Background: an optimization exercise with open tools, aiming at small area, a short achievable clock period and few clock cycles per item. Do not read the settings as production practice. RTL that was checked went through simulation tests only; none was proved equivalent to the original.

run a:
==> flow/design.v (excerpt) <==
module SQRTLOG #(parameter NBITS = 20, M = 10, N = 10)
              (input logic clock, reset,
               input logic [1:0] op,
               input logic [NBITS-1:0] data_in,
               output logic done,
               output logic [NBITS-1:0] data_out);
Size: ~45 I/O pins, ~8600 um^2 of cells after synthesis.
Settings: LEC_CHECK=0, CAP_MARGIN=0, CORE_MARGIN=2, CORE_UTILIZATION=40, SETUP_SLACK_MARGIN=3.5, SLEW_MARGIN=0; clock period 8.0 ns.
run.sh (not shown) runs the stock make flow with config.mk's settings and CLKGATE_MAP_FILE= SYNTH_SCRIPT=/design/flow/synth_recipe.tcl, a recipe that flattens the netlist after the stock synthesis.
Having completed the whole flow, run a delivered a layout that passed the timing, design-rule and antenna checks.
Testbench counts of run a, summed over its fixed seeds: cycles 17,952, ops 1,920.
> inputs changed (run a -> run b)
Settings: CAP_MARGIN: 0 -> 20; SETUP_SLACK_MARGIN: 3.5 -> 4.5; SLEW_MARGIN: 0 -> 20.
- Run b: half-perimeter wire length after placement is about 1.6% higher than what run a reported.
- Per the comparison of run b with run a, number of antenna violations at the first check in global routing fell 1; final weighted congestion of routability-driven global placement up about 1%; register area held steady.
- The amount of wire on met2 after detailed routing reported for run b is greater than that of run a by 22%.
- Critical path class: input port to register -> run a, register to register -> run b

* * *

SQRTLOG, a different RTL version from the one above (not shown whole).
Size: roughly 1100 cells after synthesis, roughly 45 I/O pins, about 8300 µm² of cells after synthesis.
make LEC_CHECK=0 CAP_MARGIN=20 CORE_MARGIN=2 CORE_UTILIZATION=40 SETUP_SLACK_MARGIN=3.4 SLEW_MARGIN=20 finish   # period 8.0 ns
The baseline passed the timing, design-rule and antenna checks.
Testbench counts at the start, summed over its fixed seeds: cycles 17,952, ops 1,920.
Edit:
Settings changed: SETUP_SLACK_MARGIN 3.4 to 3.6.
What happened:
- area after synthesis does not change
- final area rose by 1.1%
- synthesized cell count is unchanged
- via count went up by 1.2%
- register-to-register slack is better by 0.09 ns
- routed wire length climbs by 1.4%
- die area stays the same

* * *

## red
SQRTLOG, a different RTL version from the one above (not shown whole).
For scale: about 1100 cells after synthesis, about 45 flip-flops, about 8200 um2 of cells after synthesis.
clock: 8.0 ns
lec_check: 0
cap_margin: 20
core_margin: 2
core_utilization: 40
setup_slack_margin: 3.3
slew_margin: 20
--- input diff red..blue ---
# red
export LEC_CHECK = 0
export CAP_MARGIN = 20
export CORE_MARGIN = 2
export CORE_UTILIZATION = 40
export SETUP_SLACK_MARGIN = 3.3
export SLEW_MARGIN = 20
create_clock -name core_clock -period 8.0 [get_ports {clock}]
# blue
export LEC_CHECK = 0
export CAP_MARGIN = 20
export CORE_MARGIN = 2
export CORE_UTILIZATION = 40
export SETUP_SLACK_MARGIN = 3.5
export SLEW_MARGIN = 20
create_clock -name core_clock -period 8.0 [get_ports {clock}]
--- outcome ---
- blue -> red: die width delta 0, exact match
- blue reports a lower relative slew slack than red does.
- On fraction of layout instances using a drive strength above 1, the lower figure sits with red, not blue.
- Cmp blue vs red: final net count higher in blue
- A capturing instance or port of the critical path of data_out[0] is what red shows, while data_out[9] belongs to blue.
- blue ended with more final routed wire length divided by cell count than red.
No functional check of the RTL was part of any run of this note.

* * *

SQRTLOG with an RTL version that a note above also has.
Size: ~1,200 cells after synthesis, about 45 flip-flops, roughly 45 I/O pins, about 8600 sq um of cells after synthesis.
Design SQRTLOG, start of the top module:
module SQRTLOG #(parameter NBITS = 20, M = 10, N = 10)
              (input logic clock, reset,
               input logic [1:0] op,
               input logic [NBITS-1:0] data_in,
               output logic done,
               output logic [NBITS-1:0] data_out);
  logic [16:0] w;
  logic [9:0]  f;
  logic [4:0]  ext;
  logic [16:0] r;
  assign f   = w[9:0];
  assign ext = w[14:10];
  assign r   = w;
  logic [1:0]  pr;      
  logic [1:0]  opr;     
  logic [3:0]  cnt;     
  logic [19:0] n16, n8, n4, n2, n1;
  logic [4:0]  lz;
  always_comb begin
    lz[4] = ~|data_in[19:4];
    n16   = lz[4] ? {data_in[3:0], 16'd0} : data_in;
    lz[3] = ~|n16[19:12];
    n8    = lz[3] ? {n16[11:0], 8'd0} : n16;
    lz[2] = ~|n8[19:16];
    n4    = lz[2] ? {n8[15:0], 4'd0} : n8;
    lz[1] = ~|n4[19:18];
    n2    = lz[1] ? {n4[17:0], 2'd0} : n4;
    lz[0] = ~n2[19];
    n1    = lz[0] ? {n2[18:0], 1'b0} : n2;
  end
  logic [9:0] f0;
  ...
Settings: LEC_CHECK=0, CAP_MARGIN=20, CORE_MARGIN=2, CORE_UTILIZATION=60, PLACE_DENSITY=0.7, SETUP_SLACK_MARGIN=3.5, SLEW_MARGIN=20; clock period 8.0 ns.
Testbench counts at the start, summed over its fixed seeds: cycles 17,952, ops 1,920.
Edit:
Settings changed: CORE_UTILIZATION 60 to 40, PLACE_DENSITY 0.7 to unset, SETUP_SLACK_MARGIN 3.5 to 3.
- The changed run produced a clean layout
- worst setup slack got worse by 380 ps
- first-iteration DRC count fell by 21%
- non-clock buffer count fell by 43
- design area fell by 4.1%
- area after synthesis does not change
- worst hold slack got worse by 3.1 ps
- clock skew fell by 3.2 ps
Edit:
Settings changed: SETUP_SLACK_MARGIN 3 to 4.
Effect: Design area rose by roughly a tenth. Global-route usage rose by 1.3 points. Die area is unchanged.
Edit:
Settings changed: SETUP_SLACK_MARGIN 4 to 3.5.
Effect: The changed run completed with no timing, DRC or antenna violations. Critical path depth came out lower by 5. Fmax came out higher by about 0.8%. Global-route usage came out lower by 0.65 points. Setup slack improved by 36 ps. Area after synthesis does not change. Final cell count came out lower by about 2.6%.

* * *

Another version of the RTL of SQRTLOG (not shown whole).
Size: about 1000 cells after synthesis, about 46 flip-flops, about 45 I/O pins, about 7700 um2 of cells after synthesis.
==> flow/config.mk <==
export PLATFORM = sky130hd
export DESIGN_NAME = SQRTLOG
export DESIGN_NICKNAME = SQRTLOG
export VERILOG_FILES = /design/flow/design.v
export SDC_FILE = /design/flow/constraint.sdc
export NUM_CORES = 4
export LEC_CHECK = 0
export CAP_MARGIN = 20
export CORE_MARGIN = 2
export CORE_UTILIZATION = 40
export SLEW_MARGIN = 20
==> flow/constraint.sdc <==
create_clock -name core_clock -period 8.0 [get_ports {clock}]
set_input_delay 1.6000 -clock core_clock [delete_from_list [all_inputs] [get_ports {clock}]]
set_output_delay 1.6000 -clock core_clock [all_outputs]
set_load 0.01 [all_outputs]
Then changed:
--- a/flow/config.mk
+++ b/flow/config.mk
@@ -7,2 +7,3 @@
 export LEC_CHECK = 0
+export ABC_CLOCK_PERIOD_IN_PS = 4000
 export CAP_MARGIN = 20
@@ -10,2 +11,3 @@
 export CORE_UTILIZATION = 40
+export SETUP_SLACK_MARGIN = 4
 export SLEW_MARGIN = 20
The changed run went through all stages and came out clean.
Register-to-register slack improved by 1400 ps.
Global-route usage increases by 2.8 points.
Cell area came out higher by 23%.
Then changed:
--- a/flow/config.mk
+++ b/flow/config.mk
@@ -7,3 +7,2 @@
 export LEC_CHECK = 0
-export ABC_CLOCK_PERIOD_IN_PS = 4000
 export CAP_MARGIN = 20
Outcome:
- global-route usage stays the same
- worst setup slack stays the same
No functional check of the RTL was part of any run of this note.

* * *

== the baseline ==
Another version of the RTL of SQRTLOG (not shown whole).
Size: roughly 42 flip-flops, ~11,000 um2 of cells after synthesis.
// SQRTLOG
module SQRTLOG #(parameter NBITS = 20, M = 10, N = 10)
              (input logic clock, reset,
               input logic [1:0] op,
               input logic [NBITS-1:0] data_in,
               output logic done,
               output logic [NBITS-1:0] data_out);
export LEC_CHECK = 0
export CAP_MARGIN = 20
export CORE_MARGIN = 2
export CORE_UTILIZATION = 40
export SLEW_MARGIN = 20
create_clock -name core_clock -period 8.0 [get_ports {clock}]
Finished, but not clean: the baseline, with setup timing.
What the candidate does differently from the baseline at the input level:
diff --git a/flow/config.mk b/flow/config.mk
--- a/flow/config.mk
+++ b/flow/config.mk
@@ -10,0 +11 @@
+export SETUP_SLACK_MARGIN = 1
Notes after the runs:
Fmax: the baseline vs the candidate, no meaningful difference
Comparing final worst-path cycle share for the candidate and the baseline, the bigger number came from the baseline.
Looking at final core area utilization across the candidate and the baseline, the one that comes out lower is the baseline.
In the candidate relative to the baseline, number of violations reported at the end of detailed-routing iteration 0 had gone up by more than 10%.
Any difference in die area between the baseline and the candidate is small enough to ignore.
The candidate vs. the baseline: final period demand of the worst path went down by 0.015 ns.
~same number of placed instances, taps included in the candidate and the baseline
The flow for the candidate finished, though final verification flagged setup timing.
The baseline has higher normalized max-slew margin than the candidate.
Comparing the candidate with the baseline, the proportion of cell area occupied by multi-input gates came out essentially unchanged.
On number of CTS-inserted buffers, the candidate tracks the baseline almost exactly.
No run of this note included a check of the RTL's function; only the layout flow was run.

* * *

SQRTLOG, a different RTL version from the one above (not shown whole).
For scale: about 45 flip-flops, roughly 45 I/O pins, ~0.0082 mm2 of cells after synthesis.
Settings: LEC_CHECK=0, CAP_MARGIN=20, CORE_MARGIN=2, CORE_UTILIZATION=40, SETUP_SLACK_MARGIN=3.5, SLEW_MARGIN=20; clock period 8.0 ns.
The baseline finished with timing, DRC and antenna clean.
Change:
CORE_UTILIZATION = 70   (was 40)
PLACE_DENSITY = 0.8   (was unset)
SETUP_SLACK_MARGIN = 3   (was 3.5)
Effect: Synthesized cell count stays the same. Routed wire length shrinks by 14%. Worst setup slack is worse by 0.30 ns.
Change:
CORE_UTILIZATION = 40   (was 70)
PLACE_DENSITY = unset   (was 0.8)
Outcome:
- core utilization decreases by 32 points
- sequential cell count does not change
- clock skew climbs by 0.0063 ns
- setup slack improves by 0.0097 ns
- cell count rises by 11%
- maximum frequency stays flat
- final area increases by 3.5%
- worst hold slack improved by 0.0059 ns
No run of this note included a check of the RTL's function; only the layout flow was run.

* * *

SQRTLOG with an RTL version that a note above also has.
Size: roughly 1200 cells after synthesis, ~0.0086 mm2 of cells after synthesis.
==> flow/config.mk <==
export PLATFORM = sky130hd
export DESIGN_NAME = SQRTLOG
export DESIGN_NICKNAME = SQRTLOG
export VERILOG_FILES = /design/flow/design.v
export SDC_FILE = /design/flow/constraint.sdc
export NUM_CORES = 4
export LEC_CHECK = 0
export CAP_MARGIN = 20
export CORE_MARGIN = 2
export CORE_UTILIZATION = 40
export SETUP_SLACK_MARGIN = 3.5
export SLEW_MARGIN = 20
==> flow/constraint.sdc <==
create_clock -name core_clock -period 8.0 [get_ports {clock}]
set_input_delay 1.6000 -clock core_clock [delete_from_list [all_inputs] [get_ports {clock}]]
set_output_delay 1.6000 -clock core_clock [all_outputs]
set_load 0.01 [all_outputs]
standard.sh (not shown) runs the stock make flow with config.mk's settings and CLKGATE_MAP_FILE= SYNTH_SCRIPT=/design/flow/synth_recipe.tcl, a recipe that flattens the netlist after the stock synthesis.
==> flow/flow/run.sh <==
#!/bin/bash
cp standard.sh standard_sh.log
export BUFFER_PORTS_ARGS="-buffer_cell sky130_fd_sc_hd__buf_2"
bash standard.sh > standard.log 2>&1
Testbench counts at the start, summed over its fixed seeds: cycles 17,952, ops 1,920.
Then changed:
SETUP_SLACK_MARGIN = 3.8   (was 3.5)
Effect: The new run completed without violations. Utilization climbs by 1.6 points. Final area increases by 3.5%. Die area is unchanged. Sequential share of layout area is lower by 0.41 points. Count of clock-buffer cells in the layout stays the same. Routed wire length grows by 5.7%. Setup slack gets better by 110 ps. Non-clock buffer count climbs by 15.
Then changed:
SETUP_SLACK_MARGIN = 4.2   (was 3.8)
Outcome: The new run completed without violations. Setup slack gains 23 ps. Wire length goes up by 3.3%. Fmax goes up by about 0.54%. Count of clock-buffer cells in the layout goes up by 1. Clock skew hardly moves.
Then changed:
==> flow/run.sh (new file) <==
#!/bin/bash
# synth_recipe.tcl (not shown) runs the flow's synth.tcl, then flattens the netlist and writes it again
# the make line also repeats each setting of config.mk as NAME=value (left out here)
make -C /OpenROAD-flow-scripts/flow DESIGN_CONFIG=/design/flow/config.mk WORK_HOME=/design/flow/orfs CLKGATE_MAP_FILE= SYNTH_SCRIPT=/design/flow/synth_recipe.tcl finish
SETUP_SLACK_MARGIN = 3.5   (was 4.2)
TNS_END_PERCENT = 10   (was default)
removed: flow/flow/run.sh
removed: flow/standard.sh
Effect: The new run finished clean; critical path depth goes down by 1; worst setup slack got worse by 130 ps.

==> separate check: timing with driven ports <==
No port has a modelled driver above. Below, the same layouts with a new extraction and two added sets of constraints.
Step 1: set_driving_cell puts a clkbuf_16 on clock and a buf_2 on each other input, an assumption about the parent block.
Step 2, shift: input delay + t, output delay - t, t = (earliest + latest rising clock arrival at the registers) / 2. This alone moves slack from input paths to output paths.
Slacks: no drivers / after step 1 / after step 2; pairs: no drivers / after step 1.
run	t, ns	setup WS [ns]	worst hold slack (ns)	worst setup path after step 2	pins driven straight from the clock port
run a	0.338	3.675 / 3.680 / 3.358	0.548 / 0.548 / 0.548	input to register	1
run b	0.330	3.785 / 3.785 / 3.785	0.565 / 0.565 / 0.565	register to register	1
the first run of note 2	0.325	3.537 / 3.551 / 3.226	0.566 / 0.566 / 0.566	input to register	1
the second run of note 2	0.332	3.670 / 3.670 / 3.416	0.582 / 0.582 / 0.582	input to register	1
red	0.335	3.406 / 3.425 / 3.091	0.557 / 0.557 / 0.557	input to register	1
blue	0.340	3.602 / 3.620 / 3.280	0.548 / 0.548 / 0.548	input to register	1
the first run of note 4	0.329	3.600 / 3.618 / 3.293	0.547 / 0.547 / 0.547	input to register	1
the second run of note 4	0.332	3.216 / 3.236 / 2.905	0.544 / 0.544 / 0.544	input to register	1
the third run of note 4	0.351	3.639 / 3.639 / 3.639	0.565 / 0.565 / 0.565	register to register	1
the fourth run of note 4	0.338	3.675 / 3.680 / 3.358	0.548 / 0.548 / 0.548	input to register	1
the first run of note 5	0.338	1.679 / 1.699 / 1.361	0.526 / 0.526 / 0.526	input to register	1
the second run of note 5	0.344	3.351 / 3.351 / 3.120	0.552 / 0.552 / 0.552	input to register	1
the third run of note 5	0.344	3.351 / 3.351 / 3.120	0.552 / 0.552 / 0.552	input to register	1
the baseline	0.329	-0.865 / -0.861 / -1.189	0.498 / 0.498 / 0.498	input to register	1
the candidate	0.333	-0.851 / -0.842 / -1.174	0.495 / 0.495 / 0.495	input to register	1
the first run of note 7	0.345	3.376 / 3.376 / 3.231	0.611 / 0.611 / 0.611	input to register	1
the second run of note 7	0.347	3.073 / 3.079 / 2.750	0.598 / 0.598 / 0.598	input to register	1
the third run of note 7	0.337	3.083 / 3.083 / 2.813	0.604 / 0.604 / 0.604	input to register	1
the first run of note 8	0.331	3.553 / 3.575 / 3.244	0.547 / 0.547 / 0.547	input to register	1
the second run of note 8	0.338	3.664 / 3.664 / 3.565	0.570 / 0.570 / 0.570	input to register	1
the third run of note 8	0.331	3.687 / 3.687 / 3.687	0.554 / 0.554 / 0.554	register to register	1
the fourth run of note 8	0.343	3.554 / 3.554 / 3.306	0.560 / 0.560 / 0.560	input to register	1
The setup slack of the baseline, which loses most, moves by +0.004 ns with the drivers and by -0.324 ns with both steps.
